This is an optimization exercise on Yosys and OpenROAD, whose aim is small area, not a production implementation.
Only simulation tests tie the RTL to the original design; equivalence was not proved.
Power figures rest on the tool's default switching activity, not on a simulated workload.

Setup of v6:
==> flow/design.v <==
`timescale 1ns / 1ps
module SRAM #(parameter DATA_WIDTH = 11,
              parameter TAP1 = 1,
              parameter TAP4 = 4)
            (input  wire                    clk,
             input  wire [DATA_WIDTH-1:0]   i_data,
             output wire [DATA_WIDTH-1:0]   o_tap1,
             output wire [DATA_WIDTH-1:0]   o_tap4);
 reg  [3*TAP4*DATA_WIDTH-1:0] memory_array;
 wire [(3*TAP4+1)*DATA_WIDTH-1:0] line = {memory_array, i_data};
    always @ (posedge clk)
        memory_array <= line[3*TAP4*DATA_WIDTH-1:0];
 assign o_tap1 = line[3*TAP1*DATA_WIDTH +: DATA_WIDTH];
 assign o_tap4 = line[3*TAP4*DATA_WIDTH +: DATA_WIDTH];
endmodule
`timescale 1ns/1ns
module Comb #(parameter D = 1)
                    (input  wire                clk,
                     input  wire                first,    
                     input  wire                va,
                     input  wire                vb,
                     input  wire        [10:0]  d_in,
                     output wire        [10:0]  d_out);
wire [10:0] tap1, tap4;
reg         carry;
wire        cin, cout;
SRAM #(.DATA_WIDTH(11), .TAP1(D), .TAP4(D + 3)) memory(.clk(clk), .i_data(d_in), .o_tap1(tap1), .o_tap4(tap4));
assign cin = first | carry;
Adder #(.W(11)) sub(.a(tap1 & {11{va}}), .b(~(tap4 & {11{vb}})), .cin(cin),
                    .s(d_out), .cout(cout));
always @(posedge clk)
	carry <= cout;
endmodule
`timescale 1ns/1ns
module upsampler  (input  wire        clk,
                   input  wire        rst,
                   input  wire [31:0] d_in,
                   output wire [10:0] d_out,      
                   output wire        first,      
                   output wire        load,       
                   output wire        v0,         
                   output wire        v3);        
reg [1:0]  phase;
reg [2:0]  nsmp;
reg [10:0] dig1;
reg [9:0]  dig2;
	always @(posedge clk)
	begin
		if (rst)
		begin
			phase <= 2'd0;
			nsmp  <= 3'd0;
		end else
		begin
			phase <= (phase == 2'd2) ? 2'd0 : phase + 2'd1;
			if (phase == 2'd2 && nsmp != 3'd4)
				nsmp <= nsmp + 3'd1;
		end
	end
	always @(posedge clk)
	begin
		dig1 <= (phase == 2'd0) ? d_in[21:11] : {1'b0, dig2};
		dig2 <= d_in[31:22];
	end
assign d_out = (phase == 2'd0) ? d_in[10:0] : dig1;
assign first = (phase == 2'd0);
assign load  = (phase == 2'd0);
assign v0    = (nsmp != 3'd0);
assign v3    = (nsmp == 3'd4);
endmodule
`timescale 1ns/1ns
module Intergrator		(input  wire 	   		clk,
						 input  wire 	   		rst,
						 input  wire [31:0] 	d_in,
						 output reg  [31:0] 	d_out);
wire [31:0] sum;
Adder #(.W(32)) add(.a(d_out), .b(d_in), .cin(1'b0), .s(sum), .cout());
	always @(posedge clk)
	begin
		if (rst)
			d_out <= 32'd0;
		else
			d_out <= sum;
	end
endmodule
module Adder #(parameter W = 32)
              (input  wire [W-1:0] a,
               input  wire [W-1:0] b,
               input  wire         cin,
               output wire [W-1:0] s,
               output wire         cout);
wire [W-1:0] p = a ^ b;
wire [W-1:0] g = a & b;
reg  [W-1:0] G, P, Gn, Pn;
integer i, d;
always @(*) begin
	G = g; P = p;
	G[0] = g[0] | (p[0] & cin);
	for (d = 1; d < W; d = d * 2) begin
		Gn = G; Pn = P;
		for (i = 0; i < W; i = i + 1)
			if ((i / d) % 2 == 1) begin
				Gn[i] = G[i] | (P[i] & G[(i / d) * d - 1]);
				Pn[i] = P[i] & P[(i / d) * d - 1];
			end
		G = Gn; P = Pn;
	end
end
assign s    = p ^ {G[W-2:0], cin};
assign cout = G[W-1];
endmodule
`timescale 1ns / 1ps
module CIC_Interpolator 			(input wire 	   			clk,
								 			 input wire 	   			rst,
											 input wire signed [31:0] 	d_in,
											 output wire signed [31:0] 	d_out);
wire        first, load, v0, v3;
wire [10:0] dig_in, comb_out1, comb_out2, comb_out3;
reg  [31:0] integ_out1;
wire [31:0] integ_out2, integ_out3, integ_out;
upsampler  ctrl(.clk(clk), .rst(rst), .d_in(d_in), .d_out(dig_in), .first(first),
                .load(load), .v0(v0), .v3(v3));
Comb #(.D(0)) comb1(clk, first, v0, v3, dig_in,    comb_out1);
Comb #(.D(1)) comb2(clk, first, v0, v3, comb_out1, comb_out2);
Comb #(.D(1)) comb3(clk, first, v0, v3, comb_out2, comb_out3);
wire [10:0] tap1, tap4;
SRAM #(.DATA_WIDTH(11), .TAP1(1), .TAP4(4)) comb4_mem(.clk(clk), .i_data(comb_out3), .o_tap1(tap1), .o_tap4(tap4));
reg  [10:0] acc_d0, acc_d1, acc_d2;
reg         cs_carry, add_carry;
wire [10:0] x = acc_d2 & {11{v0}};
wire [10:0] y = tap1 & {11{v0}};
wire [10:0] z = ~(tap4 & {11{v3}});
wire [10:0] cs_s = x ^ y ^ z;
wire [10:0] cs_c = (x & y) | (x & z) | (y & z);
wire [10:0] acc_next;
wire        add_cout;
Adder #(.W(11)) acc_add(.a(cs_s), .b({cs_c[9:0], first | cs_carry}),
                        .cin(~first & add_carry), .s(acc_next), .cout(add_cout));
always @(posedge clk)
begin
	acc_d0    <= acc_next;
	acc_d1    <= acc_d0;
	acc_d2    <= acc_d1;
	cs_carry  <= cs_c[10];
	add_carry <= add_cout;
end
always @(posedge clk)
begin
	if (rst)
		integ_out1 <= 32'd0;
	else if (load & v0)
		integ_out1 <= {acc_d0[9:0], acc_d1, acc_d2};
end
Intergrator	integrator2	(clk,rst,integ_out1,integ_out2);
Intergrator	integrator3	(clk,rst,integ_out2,integ_out3);
Intergrator	integrator4	(clk,rst,integ_out3,integ_out);
assign d_out = integ_out;
endmodule
export LEC_CHECK = 0
export CAP_MARGIN = 20
export CORE_MARGIN = 2
export CORE_UTILIZATION = 40
export CTS_BUF_LIST = sky130_fd_sc_hd__clkbuf_16
export CTS_CLUSTER_DIAMETER = 100
export CTS_CLUSTER_SIZE = 30
export SLEW_MARGIN = 20
create_clock -name core_clock -period 4.0 [get_ports {clk}]
run.sh (not shown) runs the stock make flow with config.mk's settings and CLKGATE_MAP_FILE= SYNTH_SCRIPT=/design/flow/synth_recipe.tcl, a recipe that flattens the netlist after the stock synthesis.
Inputs modified between v6 and v7:
diff --git a/flow/design.v b/flow/design.v
--- a/flow/design.v
+++ b/flow/design.v
@@ -5,13 +5,17 @@
             (input  wire                    clk,
              input  wire [DATA_WIDTH-1:0]   i_data,
              output wire [DATA_WIDTH-1:0]   o_tap1,
-             output wire [DATA_WIDTH-1:0]   o_tap4);
+             output wire [DATA_WIDTH-1:0]   o_tap4,
+             output wire [DATA_WIDTH-1:0]   o_tap2,      
+             output wire [DATA_WIDTH-1:0]   o_tap3);     
  reg  [3*TAP4*DATA_WIDTH-1:0] memory_array;
  wire [(3*TAP4+1)*DATA_WIDTH-1:0] line = {memory_array, i_data};
     always @ (posedge clk)
         memory_array <= line[3*TAP4*DATA_WIDTH-1:0];
  assign o_tap1 = line[3*TAP1*DATA_WIDTH +: DATA_WIDTH];
  assign o_tap4 = line[3*TAP4*DATA_WIDTH +: DATA_WIDTH];
+ assign o_tap2 = line[3*(TAP1+1)*DATA_WIDTH +: DATA_WIDTH];
+ assign o_tap3 = line[3*(TAP1+2)*DATA_WIDTH +: DATA_WIDTH];
 endmodule
 `timescale 1ns/1ns
 module Comb #(parameter D = 1)
@@ -24,7 +28,8 @@
 wire [10:0] tap1, tap4;
 reg         carry;
 wire        cin, cout;
-SRAM #(.DATA_WIDTH(11), .TAP1(D), .TAP4(D + 3)) memory(.clk(clk), .i_data(d_in), .o_tap1(tap1), .o_tap4(tap4));
+SRAM #(.DATA_WIDTH(11), .TAP1(D), .TAP4(D + 3)) memory(.clk(clk), .i_data(d_in), .o_tap1(tap1), .o_tap4(tap4),
+                               .o_tap2(), .o_tap3());
 assign cin = first | carry;
 Adder #(.W(11)) sub(.a(tap1 & {11{va}}), .b(~(tap4 & {11{vb}})), .cin(cin),
                     .s(d_out), .cout(cout));
@@ -39,6 +44,8 @@
                    output wire        first,      
                    output wire        load,       
                    output wire        v0,         
+                   output wire        v1,         
+                   output wire        v2,         
                    output wire        v3);        
 reg [1:0]  phase;
 reg [2:0]  nsmp;
@@ -66,6 +73,8 @@
 assign first = (phase == 2'd0);
 assign load  = (phase == 2'd0);
 assign v0    = (nsmp != 3'd0);
+assign v1    = (nsmp >= 3'd2);
+assign v2    = (nsmp >= 3'd3);
 assign v3    = (nsmp == 3'd4);
 endmodule
 `timescale 1ns/1ns
@@ -114,27 +123,28 @@
 								 			 input wire 	   			rst,
 											 input wire signed [31:0] 	d_in,
 											 output wire signed [31:0] 	d_out);
-wire        first, load, v0, v3;
+wire        first, load, v0, v1, v2, v3;
 wire [10:0] dig_in, comb_out1, comb_out2, comb_out3;
 reg  [31:0] integ_out1;
 wire [31:0] integ_out2, integ_out3, integ_out;
 upsampler  ctrl(.clk(clk), .rst(rst), .d_in(d_in), .d_out(dig_in), .first(first),
-                .load(load), .v0(v0), .v3(v3));
+                .load(load), .v0(v0), .v1(v1), .v2(v2), .v3(v3));
 Comb #(.D(0)) comb1(clk, first, v0, v3, dig_in,    comb_out1);
 Comb #(.D(1)) comb2(clk, first, v0, v3, comb_out1, comb_out2);
 Comb #(.D(1)) comb3(clk, first, v0, v3, comb_out2, comb_out3);
-wire [10:0] tap1, tap4;
-SRAM #(.DATA_WIDTH(11), .TAP1(1), .TAP4(4)) comb4_mem(.clk(clk), .i_data(comb_out3), .o_tap1(tap1), .o_tap4(tap4));
+wire [10:0] tap1, tap2, tap3;
+SRAM #(.DATA_WIDTH(11), .TAP1(1), .TAP4(3)) comb4_mem(.clk(clk), .i_data(comb_out3),
+        .o_tap1(tap1), .o_tap2(tap2), .o_tap3(tap3), .o_tap4());
 reg  [10:0] acc_d0, acc_d1, acc_d2;
 reg         cs_carry, add_carry;
-wire [10:0] x = acc_d2 & {11{v0}};
-wire [10:0] y = tap1 & {11{v0}};
-wire [10:0] z = ~(tap4 & {11{v3}});
+wire [10:0] x = tap1 & {11{v0}};
+wire [10:0] y = tap2 & {11{v1}};
+wire [10:0] z = tap3 & {11{v2}};
 wire [10:0] cs_s = x ^ y ^ z;
 wire [10:0] cs_c = (x & y) | (x & z) | (y & z);
 wire [10:0] acc_next;
 wire        add_cout;
-Adder #(.W(11)) acc_add(.a(cs_s), .b({cs_c[9:0], first | cs_carry}),
+Adder #(.W(11)) acc_add(.a(cs_s), .b({cs_c[9:0], ~first & cs_carry}),
                         .cin(~first & add_carry), .s(acc_next), .cout(add_cout));
 always @(posedge clk)
 begin
## What came out
In summary, v7 completed successfully, with a layout that passed the timing, DRC and antenna checks.
Per the comparison of v7 with v6, worst-margin pin slew has decreased; growth of design area from synthesis to finish has increased; wire length has remained practically unchanged.
v7 vs. v6: DRC marker count from the first detailed-route iteration now smaller; footprint of the flip-flops and latches decreased by about 5% relative to the old numbers; sequential power lower; fraction of standard cell area that is sequential moved down.
Across both runs, final setup slack of the worst path was lower for v7 than for v6.
v7 vs v6: combinational power down by more than half
Compared with v6, in v7 multi-input combinational cell count now sits higher, post-synthesis cell count picked up an extra 23, portion of the clock cycle consumed by the worst path in the final layout rose 0.40 points, count of sequential standard cells moved down.

## static timing again, ports no longer ideal
The results above use ideal ports. As a check the final layouts listed here were re-extracted and re-timed, cells and wires unchanged. Step 1 sets driving cells, clkbuf_16 on the clock port and buf_2 on the other inputs (assumed; they add their load-dependent delay and slew). Step 2 also shifts input and output timing later by t, the mid clock arrival at the registers, as if the neighbouring blocks saw the same clock. a / b / c = ideal ports / drivers / drivers and shift; a / b = the first two.
run	shift t [ns]	slack for setup (ns)	latest minus earliest clock arrival (ns)
v6	0.647	0.268 / 0.268 / -0.033	0.024 / 0.024
v7	0.644	0.252 / 0.252 / -0.240	0.031 / 0.032
With both steps, setup timing fails in v6 and v7, where it was met with ideal ports. The setup slack of v7, which loses most, moves by 0.000 ns with the drivers and by -0.492 ns with both steps.
